Background: an optimization exercise with open tools, aiming at small area. Do not read the settings as production practice. Function was checked by simulation only, so behaviour that the tests miss may differ from the original. No driver is modelled on the clock port, so clock power and skew are understated where the tree is cut down; a real chip needs a root buffer or a tree. Power and IR drop assume default switching activity.

--- flow/config.mk ---
export PLATFORM = sky130hd
export DESIGN_NAME = nuclear_top
export DESIGN_NICKNAME = nuclear_top
export VERILOG_FILES = /design/flow/design.v
export SDC_FILE = /design/flow/constraint.sdc
export NUM_CORES = 4
export LEC_CHECK = 0
export ABC_AREA = 1
export CAP_MARGIN = 20
export CORE_MARGIN = 2
export CORE_UTILIZATION = 40
export SLEW_MARGIN = 20
export BUFFER_PORTS_ARGS = -buffer_cell sky130_fd_sc_hd__buf_1
export POST_FLOORPLAN_TCL = /design/flow/flow/downsize.tcl
export CTS_ARGS = -sink_clustering_enable -repair_clock_nets -dont_use_dummy_load
export POST_CTS_TCL = /design/flow/flow/onebuf.tcl
--- flow/constraint.sdc ---
create_clock -name core_clock -period 14.0 [get_ports {clk_100MHz}]
set_input_delay 2.8000 -clock core_clock [delete_from_list [all_inputs] [get_ports {clk_100MHz}]]
set_output_delay 2.8000 -clock core_clock [all_outputs]
set_load 0.01 [all_outputs]
--- flow/design.v ---
`timescale 1ns / 1ps
module vga_controller(
    input [1:0] qs,
    input [4:0] XHs,
    input [5:0] XLs,
    input [6:0] YHs,
    input [2:0] YLs,
    output [1:0] qns,
    output [4:0] XHns,
    output [5:0] XLns,
    output [6:0] YHns,
    output [2:0] YLns,
    output hsync,
    output vsync,
    output [2:0] c);
    wire new_n100;
    wire new_n101;
    wire new_n103;
    wire new_n104;
    wire new_n105;
    wire new_n108;
    wire new_n109;
    wire new_n110;
    wire new_n113;
    wire new_n115;
    wire new_n116;
    wire new_n118;
    wire new_n119;
    wire new_n120;
    wire new_n123;
    wire new_n124;
    wire new_n125;
    wire new_n126;
    wire new_n127;
    wire new_n128;
    wire new_n129;
    wire new_n130;
    wire new_n131;
    wire new_n132;
    wire new_n133;
    wire new_n134;
    wire new_n136;
    wire new_n137;
    wire new_n138;
    wire new_n139;
    wire new_n140;
    wire new_n141;
    wire new_n142;
    wire new_n143;
    wire new_n144;
    wire new_n145;
    wire new_n146;
    wire new_n147;
    wire new_n148;
    wire new_n149;
    wire new_n150;
    wire new_n151;
    wire new_n152;
    wire new_n154;
    wire new_n155;
    wire new_n156;
    wire new_n157;
    wire new_n158;
    wire new_n159;
    wire new_n160;
    wire new_n161;
    wire new_n162;
    wire new_n163;
    wire new_n164;
    wire new_n165;
    wire new_n166;
    wire new_n167;
    wire new_n168;
    wire new_n169;
    wire new_n170;
    wire new_n171;
    wire new_n172;
    wire new_n173;
    wire new_n174;
    wire new_n175;
    wire new_n176;
    wire new_n177;
    wire new_n178;
    wire new_n179;
    wire new_n180;
    wire new_n181;
    wire new_n182;
    wire new_n183;
    wire new_n184;
    wire new_n185;
    wire new_n186;
    wire new_n187;
    wire new_n188;
    wire new_n189;
    wire new_n190;
    wire new_n191;
    wire new_n192;
    wire new_n193;
    wire new_n194;
    wire new_n195;
    wire new_n196;
    wire new_n197;
    wire new_n198;
    wire new_n199;
    wire new_n200;
    wire new_n201;
    wire new_n202;
    wire new_n203;
    wire new_n204;
    wire new_n205;
    wire new_n206;
    wire new_n207;
    wire new_n208;
    wire new_n209;
    wire new_n210;
    wire new_n211;
    wire new_n212;
    wire new_n213;
    wire new_n214;
    wire new_n215;
    wire new_n216;
    wire new_n217;
    wire new_n218;
    wire new_n219;
    wire new_n220;
    wire new_n221;
    wire new_n222;
    wire new_n223;
    wire new_n224;
    wire new_n225;
    wire new_n226;
    wire new_n229;
    wire new_n230;
    wire new_n231;
    wire new_n232;
    wire new_n233;
    wire new_n234;
    wire new_n235;
    wire new_n236;
    wire new_n237;
    wire new_n238;
    wire new_n239;
    wire new_n240;
    wire new_n241;
    wire new_n54;
    wire new_n55;
    wire new_n56;
    wire new_n57;
    wire new_n59;
    wire new_n61;
    wire new_n62;
    wire new_n63;
    wire new_n64;
    wire new_n65;
    wire new_n67;
    wire new_n69;
    wire new_n70;
    wire new_n71;
    wire new_n72;
    wire new_n74;
    wire new_n76;
    wire new_n77;
    wire new_n79;
    wire new_n81;
    wire new_n82;
    wire new_n83;
    wire new_n84;
    wire new_n86;
    wire new_n87;
    wire new_n88;
    wire new_n91;
    wire new_n92;
    wire new_n93;
    wire new_n94;
    wire new_n95;
    wire new_n96;
    wire new_n98;
    wire new_n99;
    assign qns[0] = ( ~ qs[1] );
    assign qns[1] = ( qs[0] );
    assign new_n54 = ( ~ XLs[3] & ~ XLs[4] & ~ XLs[5] );
    assign new_n55 = ( ~ XLs[0] & ~ XLs[1] & ~ XLs[2] );
    assign new_n56 = ( ~ new_n54 ) | ( ~ new_n55 );
    assign new_n57 = ( ~ qs[0] & ~ qs[1] & ~ new_n56 );
    assign XHns[0] = ( XHs[0] & ~ new_n57 ) | ( ~ XHs[0] & new_n57 );
    assign new_n59 = ( XHs[0] ) | ( ~ new_n57 );
    assign XHns[1] = ( ~ XHs[1] & ~ new_n59 ) | ( XHs[1] & new_n59 );
    assign new_n61 = ( ~ XHs[0] & ~ XHs[1] );
    assign new_n62 = ( ~ new_n57 ) | ( ~ new_n61 );
    assign new_n63 = ( ~ XHs[2] ) | ( ~ new_n62 );
    assign new_n64 = ( ~ XHs[2] & ~ new_n62 );
    assign new_n65 = ( ~ XHs[3] & ~ XHs[4] ) | ( ~ new_n64 );
    assign XHns[2] = ( ~ new_n63 ) | ( ~ new_n65 );
    assign new_n67 = ( ~ XHs[2] & ~ new_n62 ) | ( ~ XHs[3] );
    assign XHns[3] = ( ~ XHs[3] & ~ new_n65 ) | ( ~ new_n67 );
    assign new_n69 = ( ~ XHs[4] );
    assign new_n70 = ( ~ XHs[3] & ~ XHs[4] );
    assign new_n71 = ( ~ new_n70 ) | ( ~ new_n64 );
    assign new_n72 = ( ~ XHs[3] & ~ new_n65 );
    assign XHns[4] = ( ~ new_n69 & ~ new_n72 ) | ( ~ new_n71 & ~ new_n72 );
    assign new_n74 = ( ~ qs[0] & ~ qs[1] );
    assign XLns[0] = ( XLs[0] & ~ new_n74 ) | ( ~ XLs[0] & new_n74 );
    assign new_n76 = ( ~ XLs[1] );
    assign new_n77 = ( ~ qs[0] & ~ qs[1] & ~ XLs[0] );
    assign XLns[1] = ( ~ new_n76 & ~ new_n77 ) | ( new_n76 & new_n77 );
    assign new_n79 = ( ~ qs[0] & ~ qs[1] & ~ XLs[0] & ~ XLs[1] );
    assign XLns[2] = ( XLs[2] & ~ new_n79 ) | ( ~ XLs[2] & new_n79 );
    assign new_n81 = ( ~ new_n74 ) | ( ~ new_n55 );
    assign new_n82 = ( ~ XLs[3] ) | ( ~ new_n81 );
    assign new_n83 = ( ~ XLs[2] & ~ XLs[3] );
    assign new_n84 = ( ~ new_n79 ) | ( ~ new_n83 );
    assign XLns[3] = ( ~ new_n82 & ~ new_n54 ) | ( ~ new_n84 & ~ new_n54 );
    assign new_n86 = ( ~ XLs[4] ) | ( ~ new_n84 );
    assign new_n87 = ( ~ XLs[4] & ~ new_n84 );
    assign new_n88 = ( ~ XLs[5] ) | ( ~ new_n87 );
    assign XLns[4] = ( ~ new_n86 ) | ( ~ new_n88 );
    assign XLns[5] = ( XLs[5] & ~ new_n87 ) | ( ~ XLs[5] & new_n87 );
    assign new_n91 = ( ~ YHs[0] );
    assign new_n92 = ( ~ YLs[0] & ~ YLs[1] & ~ YLs[2] & ~ new_n71 );
    assign new_n93 = ( YHs[2] ) | ( YHs[3] ) | ( YHs[4] );
    assign new_n94 = ( YHs[5] ) | ( YHs[6] ) | ( new_n93 );
    assign new_n95 = ( new_n91 & new_n92 );
    assign new_n96 = ( ~ YHs[1] & ~ new_n94 ) | ( ~ new_n95 );
    assign YHns[0] = ( ~ new_n91 & ~ new_n92 ) | ( ~ new_n96 );
    assign new_n98 = ( ~ YHs[0] & ~ YHs[1] );
    assign new_n99 = ( ~ new_n92 ) | ( ~ new_n98 );
    assign new_n100 = ( ~ YHs[5] & ~ YHs[6] & ~ new_n93 );
    assign new_n101 = ( new_n95 ) | ( ~ YHs[1] );
    assign YHns[1] = ( ~ new_n99 & ~ new_n100 ) | ( ~ new_n101 );
    assign new_n103 = ( ~ YHs[1] & ~ YHs[2] );
    assign new_n104 = ( ~ new_n95 ) | ( ~ new_n103 );
    assign new_n105 = ( ~ YHs[2] ) | ( ~ new_n99 );
    assign YHns[2] = ( ~ new_n104 & ~ new_n100 ) | ( ~ new_n105 & ~ new_n100 );
    assign YHns[3] = ( ~ YHs[3] & ~ new_n104 ) | ( YHs[3] & new_n104 );
    assign new_n108 = ( ~ YHs[5] & ~ YHs[6] );
    assign new_n109 = ( new_n93 ) | ( new_n99 );
    assign new_n110 = ( ~ YHs[3] & ~ new_n104 ) | ( ~ YHs[4] );
    assign YHns[4] = ( ~ new_n108 & ~ new_n109 ) | ( ~ new_n110 );
    assign YHns[5] = ( ~ YHs[5] & ~ new_n109 ) | ( YHs[5] & new_n109 );
    assign new_n113 = ( ~ YHs[5] & ~ new_n109 ) | ( ~ YHs[6] );
    assign YHns[6] = ( ~ new_n99 & ~ new_n94 ) | ( ~ new_n113 );
    assign new_n115 = ( ~ YLs[1] & ~ YLs[2] );
    assign new_n116 = ( ~ YLs[0] & ~ new_n71 & ~ new_n115 );
    assign YLns[0] = ( YLs[0] & new_n71 ) | ( new_n116 );
    assign new_n118 = ( ~ YLs[0] & ~ YLs[1] );
    assign new_n119 = ( ~ YLs[2] ) | ( ~ new_n118 );
    assign new_n120 = ( ~ YLs[0] & ~ new_n71 ) | ( ~ YLs[1] );
    assign YLns[1] = ( ~ new_n71 & ~ new_n119 ) | ( ~ new_n120 );
    assign YLns[2] = ( YLs[2] & new_n119 ) | ( new_n92 & new_n119 ) | ( YLs[2] & new_n71 ) | ( new_n92 & new_n71 );
    assign new_n123 = ( ~ qs[0] );
    assign new_n124 = ( ~ new_n123 & ~ qs[1] ) | ( ~ new_n55 );
    assign new_n125 = ( ~ XLs[3] ) | ( ~ new_n124 );
    assign new_n126 = ( ~ XLs[4] & ~ XLs[5] );
    assign new_n127 = ( ~ XLs[1] & ~ XLs[2] ) | ( ~ XLs[3] );
    assign new_n128 = ( ~ new_n126 ) | ( ~ new_n127 );
    assign new_n129 = ( ~ XHs[1] & ~ new_n128 );
    assign new_n130 = ( ~ XHs[0] ) | ( ~ XHs[1] ) | ( ~ XLs[4] );
    assign new_n131 = ( ~ new_n125 & ~ new_n130 );
    assign new_n132 = ( ~ XHs[0] ) | ( ~ XHs[1] ) | ( ~ XLs[5] );
    assign new_n133 = ( ~ XHs[2] & ~ new_n61 );
    assign new_n134 = ( ~ new_n70 ) | ( ~ new_n132 ) | ( ~ new_n133 );
    assign hsync = ( ~ new_n125 & ~ new_n131 & ~ new_n134 ) | ( ~ new_n129 & ~ new_n131 & ~ new_n134 );
    assign new_n136 = ( XHs[0] ) | ( XHs[1] ) | ( XHs[2] );
    assign new_n137 = ( ~ new_n54 ) | ( ~ new_n70 );
    assign new_n138 = ( ~ new_n136 & ~ new_n124 & ~ new_n137 );
    assign new_n139 = ( YLs[0] & ~ YLs[1] ) | ( ~ YLs[0] & YLs[1] );
    assign new_n140 = ( ~ YHs[0] ) | ( ~ YLs[2] );
    assign new_n141 = ( YHs[1] & ~ YLs[2] );
    assign new_n142 = ( ~ YLs[2] & ~ new_n141 ) | ( ~ new_n118 & ~ new_n141 );
    assign new_n143 = ( YHs[1] & ~ YHs[0] );
    assign new_n144 = ( new_n103 ) | ( new_n143 );
    assign new_n145 = ( ~ YLs[0] & ~ YLs[1] & ~ new_n144 ) | ( ~ YLs[2] );
    assign new_n146 = ( ~ YHs[0] ) | ( ~ YHs[1] ) | ( ~ YHs[2] );
    assign new_n147 = ( YHs[0] & YHs[1] ) | ( YHs[2] );
    assign new_n148 = ( ~ new_n146 ) | ( ~ new_n147 );
    assign new_n149 = ( new_n145 & ~ new_n148 );
    assign new_n150 = ( ~ new_n142 & ~ new_n149 );
    assign new_n151 = ( ~ XLs[1] & ~ new_n139 ) | ( ~ new_n140 ) | ( ~ new_n150 );
    assign new_n152 = ( ~ new_n115 & ~ new_n138 ) | ( ~ new_n143 & ~ new_n138 );
    assign vsync = ( ~ new_n138 & ~ new_n152 & ~ new_n94 ) | ( ~ new_n151 & ~ new_n152 & ~ new_n94 );
    assign new_n154 = ( YHs[0] & ~ YLs[1] ) | ( ~ YHs[0] & YLs[1] );
    assign new_n155 = ( ~ new_n76 & ~ YLs[2] );
    assign new_n156 = ( ~ XLs[0] & ~ new_n154 & ~ new_n155 ) | ( ~ XLs[1] & ~ new_n141 );
    assign new_n157 = ( ~ XLs[0] & ~ new_n140 );
    assign new_n158 = ( ~ new_n141 & ~ new_n157 ) | ( ~ new_n149 );
    assign new_n159 = ( ~ XLs[1] ) | ( ~ XLs[2] );
    assign new_n160 = ( ~ YLs[2] & ~ new_n154 ) | ( ~ YLs[2] & ~ new_n141 ) | ( ~ new_n118 & ~ new_n154 ) | ( ~ new_n143 & ~ new_n154 ) | ( ~ new_n118 & ~ new_n141 ) | ( ~ new_n143 & ~ new_n141 );
    assign new_n161 = ( ~ XLs[2] & ~ new_n158 ) | ( ~ new_n159 ) | ( ~ new_n160 );
    assign new_n162 = ( ~ new_n76 & ~ new_n161 ) | ( ~ new_n158 & ~ new_n161 );
    assign new_n163 = ( XLs[0] & XLs[1] ) | ( new_n160 );
    assign new_n164 = ( ~ XLs[2] & ~ XLs[3] ) | ( ~ new_n163 & ~ XLs[3] );
    assign new_n165 = ( new_n139 ) | ( new_n163 );
    assign new_n166 = ( ~ XLs[2] ) | ( ~ XLs[3] );
    assign new_n167 = ( ~ new_n76 & ~ new_n166 ) | ( ~ new_n141 & ~ new_n166 ) | ( ~ new_n154 & ~ new_n166 );
    assign new_n168 = ( ~ new_n146 ) | ( ~ new_n147 ) | ( ~ new_n145 );
    assign new_n169 = ( ~ XLs[0] & ~ YLs[2] );
    assign new_n170 = ( ~ new_n168 & ~ new_n169 ) | ( ~ new_n165 & ~ new_n169 );
    assign new_n171 = ( ~ XLs[1] & ~ XLs[3] );
    assign new_n172 = ( ~ new_n127 & ~ new_n171 ) | ( ~ new_n168 & ~ new_n171 );
    assign new_n173 = ( ~ new_n170 & ~ new_n172 );
    assign new_n174 = ( new_n151 & new_n165 & new_n167 ) | ( new_n173 );
    assign new_n175 = ( ~ XLs[4] & ~ new_n162 & ~ new_n164 & ~ new_n174 );
    assign new_n176 = ( new_n55 & new_n139 ) | ( new_n158 );
    assign new_n177 = ( XLs[0] & XLs[1] ) | ( XLs[2] );
    assign new_n178 = ( ~ XLs[0] & ~ XLs[1] ) | ( ~ XLs[2] );
    assign new_n179 = ( ~ new_n160 ) | ( ~ new_n177 ) | ( ~ new_n178 );
    assign new_n180 = ( ~ new_n158 ) | ( ~ new_n179 );
    assign new_n181 = ( ~ XLs[3] & ~ new_n150 ) | ( ~ XLs[4] );
    assign new_n182 = ( ~ XLs[0] & ~ XLs[1] ) | ( ~ XLs[3] );
    assign new_n183 = ( ~ new_n169 & ~ new_n165 ) | ( ~ XLs[2] ) | ( ~ new_n168 );
    assign new_n184 = ( ~ new_n150 ) | ( ~ new_n139 );
    assign new_n185 = ( ~ XLs[0] & ~ XLs[2] ) | ( ~ XLs[1] & ~ XLs[2] );
    assign new_n186 = ( ~ new_n160 ) | ( ~ new_n184 ) | ( ~ new_n185 );
    assign new_n187 = ( ~ new_n150 & ~ new_n183 ) | ( ~ new_n150 & ~ new_n186 ) | ( ~ new_n140 & ~ new_n183 ) | ( ~ new_n182 & ~ new_n183 ) | ( ~ new_n140 & ~ new_n186 ) | ( ~ new_n182 & ~ new_n186 );
    assign new_n188 = ( ~ XLs[3] & ~ new_n181 & ~ new_n187 ) | ( ~ new_n176 & ~ new_n181 & ~ new_n187 ) | ( ~ new_n180 & ~ new_n181 & ~ new_n187 );
    assign new_n189 = ( ~ XLs[5] & ~ new_n175 & ~ new_n188 ) | ( ~ new_n149 & ~ new_n175 & ~ new_n188 ) | ( ~ new_n156 & ~ new_n175 & ~ new_n188 );
    assign new_n190 = ( ~ YHs[0] & ~ YHs[1] & ~ YHs[2] ) | ( ~ YHs[3] );
    assign new_n191 = ( ~ XHs[4] & ~ new_n190 );
    assign new_n192 = ( ~ XLs[2] & ~ XLs[3] & ~ XLs[4] ) | ( ~ XLs[5] );
    assign new_n193 = ( ~ YHs[4] & ~ YHs[5] & ~ new_n136 );
    assign new_n194 = ( ~ new_n191 ) | ( ~ new_n192 ) | ( ~ new_n193 );
    assign new_n195 = ( ~ XHs[0] ) | ( ~ XHs[1] ) | ( ~ XHs[2] );
    assign new_n196 = ( ~ YHs[3] & ~ YHs[5] & ~ new_n147 );
    assign new_n197 = ( ~ YHs[4] & ~ YHs[5] ) | ( ~ YHs[6] );
    assign new_n198 = ( ~ XHs[3] & ~ new_n136 ) | ( ~ XHs[4] );
    assign new_n199 = ( ~ new_n196 & ~ new_n197 ) | ( ~ new_n198 );
    assign new_n200 = ( ~ YHs[4] & ~ new_n103 );
    assign new_n201 = ( ~ XLs[1] & ~ XLs[5] ) | ( ~ XLs[2] & ~ XLs[5] ) | ( ~ XLs[3] & ~ XLs[5] ) | ( ~ XLs[4] & ~ XLs[5] );
    assign new_n202 = ( XHs[0] ) | ( ~ new_n201 );
    assign new_n203 = ( XHs[2] ) | ( ~ new_n202 ) | ( ~ XHs[1] );
    assign new_n204 = ( ~ XHs[3] ) | ( ~ new_n201 );
    assign new_n205 = ( ~ XHs[0] ) | ( ~ XHs[1] ) | ( ~ new_n204 );
    assign new_n206 = ( ~ XHs[2] ) | ( ~ new_n205 );
    assign new_n207 = ( ~ new_n203 & ~ new_n148 ) | ( ~ new_n206 & ~ new_n148 );
    assign new_n208 = ( ~ new_n70 & ~ new_n207 ) | ( ~ new_n128 & ~ new_n207 ) | ( ~ new_n200 & ~ new_n207 );
    assign new_n209 = ( ~ YHs[5] & ~ new_n208 & YHs[3] );
    assign new_n210 = ( YHs[0] & YHs[1] & YHs[2] );
    assign new_n211 = ( YHs[2] & ~ new_n98 );
    assign new_n212 = ( ~ XHs[2] ) | ( ~ new_n61 );
    assign new_n213 = ( ~ YHs[3] & ~ new_n211 ) | ( ~ new_n212 ) | ( ~ YHs[4] ) | ( ~ XHs[3] );
    assign new_n214 = ( ~ XHs[1] & ~ new_n128 & ~ new_n133 );
    assign new_n215 = ( ~ new_n213 & ~ new_n214 );
    assign new_n216 = ( ~ new_n203 & ~ new_n108 ) | ( ~ new_n205 & ~ new_n108 ) | ( ~ new_n215 & ~ new_n108 );
    assign new_n217 = ( ~ YHs[3] & ~ new_n216 ) | ( ~ YHs[4] & ~ new_n216 ) | ( ~ new_n210 & ~ new_n216 );
    assign new_n218 = ( ~ new_n70 & ~ new_n199 & ~ new_n209 & ~ new_n217 ) | ( ~ new_n195 & ~ new_n199 & ~ new_n209 & ~ new_n217 );
    assign new_n219 = ( ~ new_n189 & ~ new_n194 ) | ( ~ new_n218 );
    assign new_n220 = ( YHs[6] ) | ( ~ XLs[4] ) | ( ~ XHs[2] ) | ( ~ XHs[1] );
    assign new_n221 = ( YHs[4] ) | ( ~ YHs[5] );
    assign new_n222 = ( ~ new_n83 & ~ new_n147 & ~ new_n220 & ~ new_n221 );
    assign new_n223 = ( ~ new_n191 ) | ( ~ new_n201 ) | ( ~ new_n222 );
    assign new_n224 = ( new_n219 & new_n223 );
    assign new_n225 = ( ~ YHs[3] & ~ YHs[4] & ~ new_n210 );
    assign new_n226 = ( ~ YHs[6] & ~ new_n144 & ~ new_n204 & new_n225 );
    assign c[0] = ( ~ new_n224 & ~ new_n226 );
    assign c[1] = ( ~ XHs[0] & ~ new_n224 ) | ( ~ XHs[1] & ~ new_n224 ) | ( ~ XHs[2] & ~ new_n224 ) | ( ~ new_n226 & ~ new_n224 );
    assign new_n229 = ( YHs[4] ) | ( ~ YHs[5] ) | ( ~ new_n190 ) | ( ~ YHs[3] );
    assign new_n230 = ( ~ YHs[3] & ~ YHs[5] );
    assign new_n231 = ( ~ new_n93 ) | ( ~ new_n143 ) | ( ~ new_n230 );
    assign new_n232 = ( ~ new_n229 & ~ new_n115 ) | ( ~ new_n231 & ~ new_n115 );
    assign new_n233 = ( ~ XLs[3] & ~ XLs[4] );
    assign new_n234 = ( ~ new_n233 & ~ new_n132 & ~ XHs[2] ) | ( ~ new_n159 & ~ new_n132 & ~ XHs[2] );
    assign new_n235 = ( ~ new_n56 & ~ new_n212 );
    assign new_n236 = ( new_n221 ) | ( ~ new_n190 );
    assign new_n237 = ( ~ new_n234 & ~ new_n235 ) | ( ~ YHs[5] & ~ new_n225 ) | ( ~ new_n236 );
    assign new_n238 = ( ~ new_n233 ) | ( ~ new_n178 );
    assign new_n239 = ( ~ YLs[0] & ~ YLs[2] & ~ YHs[6] & ~ YHs[5] ) | ( ~ YLs[1] & ~ YLs[2] & ~ YHs[6] & ~ YHs[5] );
    assign new_n240 = ( ~ XHs[4] & ~ new_n239 ) | ( ~ XLs[5] & ~ new_n239 ) | ( ~ new_n238 & ~ new_n239 );
    assign new_n241 = ( ~ new_n137 & ~ new_n177 ) | ( ~ new_n237 ) | ( ~ new_n240 );
    assign c[2] = ( ~ new_n195 & ~ new_n232 & ~ new_n241 & ~ new_n219 ) | ( ~ new_n226 & ~ new_n232 & ~ new_n241 & ~ new_n219 );
endmodule
`timescale 1ns / 1ps
module simple_nuclear_display(
    input clk_100MHz,
    input reset,
    input [11:0] sw,
    output hsync,
    output vsync,
    output [11:0] rgb
);
    reg  [1:0] qs;
    wire [1:0] qns;
    reg  [4:0] XHs;
    wire [4:0] XHns;
    reg  [5:0] XLs;
    wire [5:0] XLns;
    reg  [6:0] YHs;
    wire [6:0] YHns;
    reg  [2:0] YLs;
    wire [2:0] YLns;
    wire [2:0] c;
    vga_controller logic_i(.qs(qs), .qns(qns), .XHs(XHs), .XHns(XHns), .XLs(XLs), .XLns(XLns), .YHs(YHs), .YHns(YHns), .YLs(YLs), .YLns(YLns), .hsync(hsync), .vsync(vsync), .c(c));
    always @(posedge clk_100MHz or posedge reset)
        if (reset) begin
            qs <= 2'd0;
            XHs <= 5'd0;
            XLs <= 6'd1;
            YHs <= 7'd0;
            YLs <= 3'd0;
        end else begin
            qs <= qns;
            XHs <= XHns;
            XLs <= XLns;
            YHs <= YHns;
            YLs <= YLns;
        end
    assign rgb = {{4{c[2]}}, c[1], {3{c[0]}}, 4'b0000};
endmodule
`timescale 1ns / 1ps
module nuclear_top(
    input clk_100MHz,
    input reset,
    input [11:0] sw,
    output hsync,
    output vsync,
    output [11:0] rgb
);
    simple_nuclear_display display(
        .clk_100MHz(clk_100MHz),
        .reset(reset),
        .sw(sw),
        .hsync(hsync),
        .vsync(vsync),
        .rgb(rgb)
    );
endmodule
--- flow/flow/run.sh ---
#!/bin/bash
# Layout flow: the standard ORFS flow (standard.sh), with these changes:
#  - synthesis is the standard flow's script (synth_recipe.tcl) with ABC's mapping script
#    replaced by flow/map.abc (area-oriented mapping, no buffering or upsizing)
#    and no half-adder extraction (ABC maps those gates too);
#    the registers, their cells and names are the standard synthesis's: the standard
#    synthesis runs first, and flow/fixnames.py gives any register whose name yosys
#    numbered (rather than naming it after its net) the standard synthesis's name;
#  - port buffers of the smallest buffer cell (buf_1) instead of the default;
#  - after floorplan, every logic cell set to the smallest drive of its kind
#    (the design has ~8 ns of slack; later repair steps size up where needed);
#  - clock tree without dummy loads; after CTS, flow/onebuf.tcl hangs all registers
#    on the root clock buffer (a clkbuf_16) and removes the leaf buffers.
# Every tool's output is in orfs/logs/ (the standard synthesis's in std_logs/);
# make's own output in flow_*.log.
set -euo pipefail
here=$(pwd)
res=$here/orfs/results/$FLOW_PLATFORM/nuclear_top/base
# 1. the standard synthesis, for its register names
bash standard.sh synth > "$here/flow_std_synth.log" 2>&1
cp "$res/1_2_yosys.v" "$here/std_1_2_yosys.v"
cp -r "$here/orfs/logs" "$here/std_logs"
rm -rf "$here/orfs"
# 2. this flow's synthesis, names fixed to the standard ones
sed "s|@ABC_SCRIPT@|$here/flow/map.abc|" flow/synth_tmpl.tcl > "$here/flow_synth.tcl"
cat >> config.mk <<EOC
export BUFFER_PORTS_ARGS = -buffer_cell sky130_fd_sc_hd__buf_1
export POST_FLOORPLAN_TCL = $here/flow/downsize.tcl
export CTS_ARGS = -sink_clustering_enable -repair_clock_nets -dont_use_dummy_load
export POST_CTS_TCL = $here/flow/onebuf.tcl
EOC
bash standard.sh "SYNTH_SCRIPT=$here/flow_synth.tcl" "$res/1_2_yosys.v" > "$here/flow_synth.log" 2>&1
python3 flow/fixnames.py "$here/std_1_2_yosys.v" "$res/1_2_yosys.v" > "$here/fixnames.log" 2>&1
# 3. the rest of the standard flow
bash standard.sh "SYNTH_SCRIPT=$here/flow_synth.tcl" finish > "$here/flow_make.log" 2>&1
--- flow/flow/downsize.tcl ---
# Set every non-sequential cell to the smallest-area drive strength of the same
# cell family (same name but the _N suffix), keeping its pins.
set ::dont_use_pats $::env(DONT_USE_CELLS)
proc is_dont_use {name} {
  foreach p $::dont_use_pats { if {[string match $p $name]} { return 1 } }
  return 0
}
set n 0
foreach inst [[ord::get_db_block] getInsts] {
  set m [$inst getMaster]
  set name [$m getName]
  if {![regexp {^(sky130_fd_sc_hd__[a-z0-9]+)_([0-9]+)$} $name -> base drive]} { continue }
  if {[regexp {df|dl|sdf|edf|conb|tap|fill|decap|clkbuf|clkinv|clkdly|dlygate|buf} $base]} { continue }
  set best $name
  set best_area [expr {[$m getWidth] * [$m getHeight]}]
  foreach d {0 1 2 4 6 8 12 16} {
    set cand ${base}_$d
    set cm [[ord::get_db] findMaster $cand]
    if {$cm == "NULL" || [is_dont_use $cand]} { continue }
    set a [expr {[$cm getWidth] * [$cm getHeight]}]
    if {$a < $best_area} { set best $cand; set best_area $a }
  }
  if {$best ne $name} {
    replace_cell [$inst getName] $best
    incr n
  }
}
puts "downsize: $n cells set to a smaller drive"
--- flow/flow/fixnames.py ---
# fixnames.py STANDARD.v MINE.v : give each register of MINE.v the instance name the
# standard synthesis (STANDARD.v) gave the register driving the same net. Yosys names a
# register after its net, except one it re-creates (an enable it adds, say), which gets a
# number that depends on the rest of the netlist; this keeps those names the standard ones.
import re, sys
std, mine = sys.argv[1], sys.argv[2]
inst_re = re.compile(r'^(\s*)(sky130_fd_sc_hd__\w+)\s+(\S+)\s*\((.*?)\);', re.S | re.M)
def flops(text):
    out = {}
    for m in inst_re.finditer(text):
        cell, name, body = m.group(2), m.group(3), m.group(4)
        if re.match(r'sky130_fd_sc_hd__(df|sdf|edf)', cell):
            q = re.search(r'\.Q\((.*?)\)', body, re.S)
            out[q.group(1).strip()] = (name, cell)
    return out
s_text, m_text = open(std).read(), open(mine).read()
sf, mf = flops(s_text), flops(m_text)
assert set(sf) == set(mf), "register sets differ"
names = set(m.group(3) for m in inst_re.finditer(m_text))
ren = {}
for q, (mname, mcell) in mf.items():
    sname, scell = sf[q]
    assert mcell == scell, f"cell type differs for {q}: {mcell} vs {scell}"
    if mname != sname:
        ren[mname] = sname
# names taken by other cells in mine that we need: move those cells aside
taken = {v for v in ren.values() if v in names and v not in ren}
k = 0
for t in taken:
    while f"_fix{k}_" in names: k += 1
    ren[t] = f"_fix{k}_"; k += 1
def sub(m):
    n = m.group(3)
    return m.group(0) if n not in ren else m.group(0).replace(n, ren[n], 1)
m_text = inst_re.sub(lambda m: m.group(1) + m.group(2) + ' ' + ren.get(m.group(3), m.group(3)) + ' (' + m.group(4) + ');', m_text)
open(mine, 'w').write(m_text)
print("fixnames: renamed", ren)
--- flow/flow/map.abc ---
strash
&get -n
&dch -f
&nf -R 1000
&put
topo
--- flow/flow/onebuf.tcl ---
# After CTS: hang every register on the clock tree's root buffer and remove the
# leaf buffers under it. The design has ~22 registers close together, which one
# clkbuf_16 drives with a clock-pin slew under the limit; the clock port
# still drives only the root buffer, made a clkbuf_16.
set block [ord::get_db_block]
set clk_net [[$block findBTerm clk_100MHz] getNet]
set root ""
foreach it [$clk_net getITerms] {
  set inst [$it getInst]
  if {[string match "sky130_fd_sc_hd__clkbuf_*" [[$inst getMaster] getName]]} { set root $inst }
}
if {$root eq ""} { error "onebuf: no root clock buffer" }
set root_out [[$root findITerm X] getNet]
set moved 0
set removed 0
foreach it [$root_out getITerms] {
  set inst [$it getInst]
  if {$inst == $root} { continue }
  if {![string match "sky130_fd_sc_hd__clkbuf_*" [[$inst getMaster] getName]]} { continue }
  set leaf_out [[$inst findITerm X] getNet]
  foreach lit [$leaf_out getITerms] {
    if {[$lit getInst] == $inst} { continue }
    $lit disconnect
    $lit connect $root_out
    incr moved
  }
  odb::dbInst_destroy $inst
  odb::dbNet_destroy $leaf_out
  incr removed
}
replace_cell [$root getName] sky130_fd_sc_hd__clkbuf_16
puts "onebuf: removed $removed leaf buffers, moved $moved clock pins to [$root_out getName]"
detailed_placement
check_placement -verbose
estimate_parasitics -placement
report_clock_min_period
--- flow/flow/synth_tmpl.tcl ---
# The standard flow's synthesis script (synth_recipe.tcl) with two changes to the logic mapping:
# ABC's script is replaced (area-oriented &nf mapping, no buffering or gate
# upsizing), and half adders are left to ABC (extract_fa does nothing).
# Registers are inferred and named before either step, as in the standard synthesis.
proc synth {args} { yosys synth -nofsm -noshare {*}$args }
proc extract_fa {args} { }
proc abc {args} {
  set i [lsearch -exact $args -script]
  if {$i >= 0} { lset args [expr {$i + 1}] @ABC_SCRIPT@ }
  yosys abc {*}$args
}
source $::env(SCRIPTS_DIR)/synth.tcl
# left out here: clear keep_hierarchy, flatten, clean up, hide names made inside functions, write 1_2_yosys.v
--- flow/standard.sh ---
#!/bin/bash
# synth_recipe.tcl (not shown) runs the flow's synth.tcl, then flattens the netlist and writes it again
# the make line also repeats each setting of config.mk as NAME=value (left out here)
make -C /OpenROAD-flow-scripts/flow DESIGN_CONFIG=/design/flow/config.mk WORK_HOME=/design/flow/orfs CLKGATE_MAP_FILE= SYNTH_SCRIPT=/design/flow/synth_recipe.tcl "${@:-finish}"
==> impl_metrics.json <==
{
  "cts_sinks": 23,
  "rsz0062_at_grt": "no",
  "io-pin-count": 28,
  "dieArea_sq_um": 4702,
  "relSlewSlack_pct": 43.11,
  "final_nets": 245,
  "p_sw_w": 0.00002007,
  "syn-cell-area_sq_um": 1668,
  "grt_max_degree": 24,
  "hpwl_um": 3015,
  "final-hold-violation-count": 0,
  "crit_path_max_incr_delay_ns": 0.58,
  "cp-endpoint": "rgb[11]",
  "final_core_util_pct": 43.51,
  "cp_max_fo": 12,
  "synth_top_area_share_pct": 33.01,
  "cts.reportedPaths.clkPinSlew_ns": 0.10,
  "powerDensity_nw_per_um2": 57.30,
  "vias_per_cell": 6.014,
  "synth_top_cell_by_area": "dfrtp_1",
  "path_buf_inv": 1,
  "leakagePower_nw": 0.6282,
  "crit_type": "reg2out",
  "num_antenna_cells": 0,
  "die_h_um": 68.57,
  "outcome": "complete, no violations",
  "firstDrtPassIters": 5,
  "min-delay-path-class": "reg2reg",
  "die_w_um": 68.57,
  "ys_ff_latch": 23,
  "placed_area_sq_um": 1715,
  "num-fill-cells": 431,
  "tns_ns": 0,
  "route.detailed.drc": 0,
  "period_share_pct": 45.04,
  "antenna_found_initial": 0,
  "clk_latency_ns": 0.16,
  "ff2ff_setup_slack_ns": 10.97,
  "skew_ns": 0.003265,
  "grt_pass1_vias": 1482,
  "fmax_mhz": 158.6,
  "yosys-top-cells-area": "dfrtp_1 33%, o21ai_0 9.9%, nand2_1 7.9%, nor2_1 5.2%, buf_4 4.1%",
  "fin_area_sq_um": 1740,
  "areaGrowthSynthToFinish_pct": 4.351,
  "slowest_stage": "dfrtp_1",
  "critPathArrivalTime_ns": 3.51,
  "rows": 23,
  "drive_above_1_share_pct": 0.8734,
  "grt_pass1_wl_um": 7169,
  "yosysSeqAreaShare_pct": 34.58,
  "core-area_sq_um": 4000,
  "worst-path-stages": 12,
  "drv_slew": 0,
  "wl_per_cell_um": 15.12,
  "synth_cells": 223,
  "pwr-share-seq_pct": 66.6,
  "multi_input_area_sq_um": 1016,
  "finalWeightedCongestion": 0.8813,
  "power_frac_clock_pct": 31.5,
  "synthDistinctLibCells": 38,
  "vias": 1678,
  "cpMostUsedCell": "a21oi_1",
  "worstMarginPinSlew_ns": 0.8480,
  "ys_warn_count": 1,
  "rr_startpoint": "display.XLs[1]",
  "reg2reg_to": "display.YHs[6]",
  "setup_violations": 0,
  "reg2regPathDepth": 10,
  "crit_required_ns": 11.20,
  "startpoint_type": "register",
  "crit_chain": "nand2b_1, o21ai_0, or3_1, a21oi_1, a21oi_1, a21oi_1, a41oi_1, o21ai_0, a31oi_1, nor4_1, o2111a_1, buf_1",
  "synth_top_flop_cell": "dfrtp_1",
  "synth-async-reset-ratio_pct": 100.0,
  "p_int_w": 0.00007966,
  "syn_area_per_cell_sq_um": 7.479,
  "ir_drop_uv": 47.37,
  "synth_edf_count": 0,
  "initial_utilization_pct": 41.70,
  "cp-startpoint": "display.YHs[0]",
  "grt-ovfl-total": 0,
  "comb_power_share_pct": 1.9,
  "fin_crit_ns": 6.306,
  "cpLargestDelayFamily": "compound AO/OA/AOI/OAI gates",
  "max_cap_violations": 0,
  "final_antenna_net_count": 0,
  "end_kind": "output pin",
  "drt_wl_total_um": 4219,
  "swShare_pct": 20.13,
  "grt_usage_pct": 21.91,
  "drt_iter0_markers": 194,
  "regArea_sq_um": 576.8,
  "io_buffers": 11
}
==> power by group through the flow <==
| stage | combinational (W) | clock [W] | sequential, W |
|---|---|---|---|
| 3_3_place_gp | 0.00000191 | 0 | 0.0000677 |
| 5_1_grt | 0.00000232 | 0.0000341 | 0.0000664 |
| 3_5_place_dp | 0.00000200 | 0 | 0.0000677 |
| 2_1_floorplan | 0.00000228 | 0 | 0.0000677 |
| 6_report | 0.00000189 | 0.0000314 | 0.0000664 |
==> worst min path at each step <==
stage	slack, ns	endpoint	startpoint	cells past startpoint
after floorplan	0.40	display.qs[1]	display.qs[0]	0
after global placement	0.42	display.qs[1]	display.qs[0]	0
final	0.45	display.qs[1]	display.qs[0]	0
after detailed placement	0.43	display.qs[1]	display.qs[0]	0
after global routing	0.48	display.qs[1]	display.qs[0]	0
==> kinds of logic after synthesis <==
group                     after synthesis  share of synthesized area, %
AOI/OAI and AO/OA                      75                         27.46
and+or+nand+nor                       102                         28.36
other                                   1                        0.2248
buffers and inverters                  14                         5.176
xor gates and xnor gates                8                         4.201
DFF                                    23                         34.58
==> through the flow <==
step                setup WS, ns  std cells  hold slack, ns   power [W]
floorplan                  8.490        226          0.4037  0.00006998
detailed placement         7.915        278          0.4300  0.00006970
finish                     7.694        279          0.4483  0.00009973
global placement           7.905        278          0.4179  0.00006961
global route               7.369        279          0.4806   0.0001029
==> registers in the layout (all words and copies together) (netlist names) <==
name	count
display.YLs	3
display.XLs	6
display.XHs	5
display.YHs	7
display.qs	2
==> layout make-up <==
type,count,area share [%]
Multi-Input combinational cell,189,58.37
Sequential cell,23,33.14
Tap cell,50,3.595
Timing Repair Buffer,11,2.372
Clock buffer,1,1.438
Inverter,5,1.078
==> worst reg2reg max path, delay by kind of cell, from the launching register on <==
family / cells / cell delay, ns
compound gates: 2 / 0.30
flops: 1 / 0.55
simple gates: 8 / 2.05
==> metal layers <==
layer	GRT usage [%]	vias to the layer above	wire [um]
li1	-	832	-
met1	32.72	763	1998
met2	34.13	74	1830
met3	1.786	9	316
met4	5.500	0	74
met5	0	-	0
==> synth_stat cells (all sizes together) (2+ instances only) <==
master and count:
o21ai 33, xor2 4, o21a 2, nor4 4, nor3 11, clkinv 5, nor2b 2, a41oi 3
o22ai 2, nand2 35, a21o 2, a31oi 6, nor2 23, xnor2 4, and3 2, nand3 10
o2111ai 2, dfrtp 22, buf 9, a21oi 11, o31ai 5, or3 4, o211ai 3, nand2b 5
==> layout by cell type, fill, tap and decap left out, types with 2 or more instances in the layout <==
master and instances:
nand2_1 35, o21ai_0 33, nor2_1 23, dfrtp_1 22, a21oi_1 11, nor3_1 11
buf_1 11, nand3_1 10, a31oi_1 6, o31ai_1 5, nand2b_1 5, clkinv_1 5
nor4_1 4, or3_1 4, xor2_1 4, xnor2_1 4, conb_1 4, a41oi_1 3
o211ai_1 3, a21o_1 2, o21a_1 2, nor2b_1 2, o22ai_1 2, o2111ai_1 2
and3_1 2

static timing again, ports no longer ideal:
No port has a modelled driver above. Below, the same layout with a new extraction and two added sets of constraints. Step 1: set_driving_cell puts a clkbuf_16 on clk_100MHz and a buf_2 on each other input, an assumption about the parent block. Step 2 moves the port delays by t, midway between the first and last clock arrival at a register: inputs arrive t later, outputs are due t later. That takes back most of the time a late clock gives input paths. Three values: no drivers, after step 1, after step 2; two values: the first two.
t (ns): 0.188
slack for setup (ns): 7.694 / 7.663 / 7.851
worst setup path at the end: register to output
worst data-port slew with drivers (ns): 0.03
After both steps this run still meets setup and hold. The setup slack of this run moves by -0.031 ns with the drivers and by +0.157 ns with both steps.
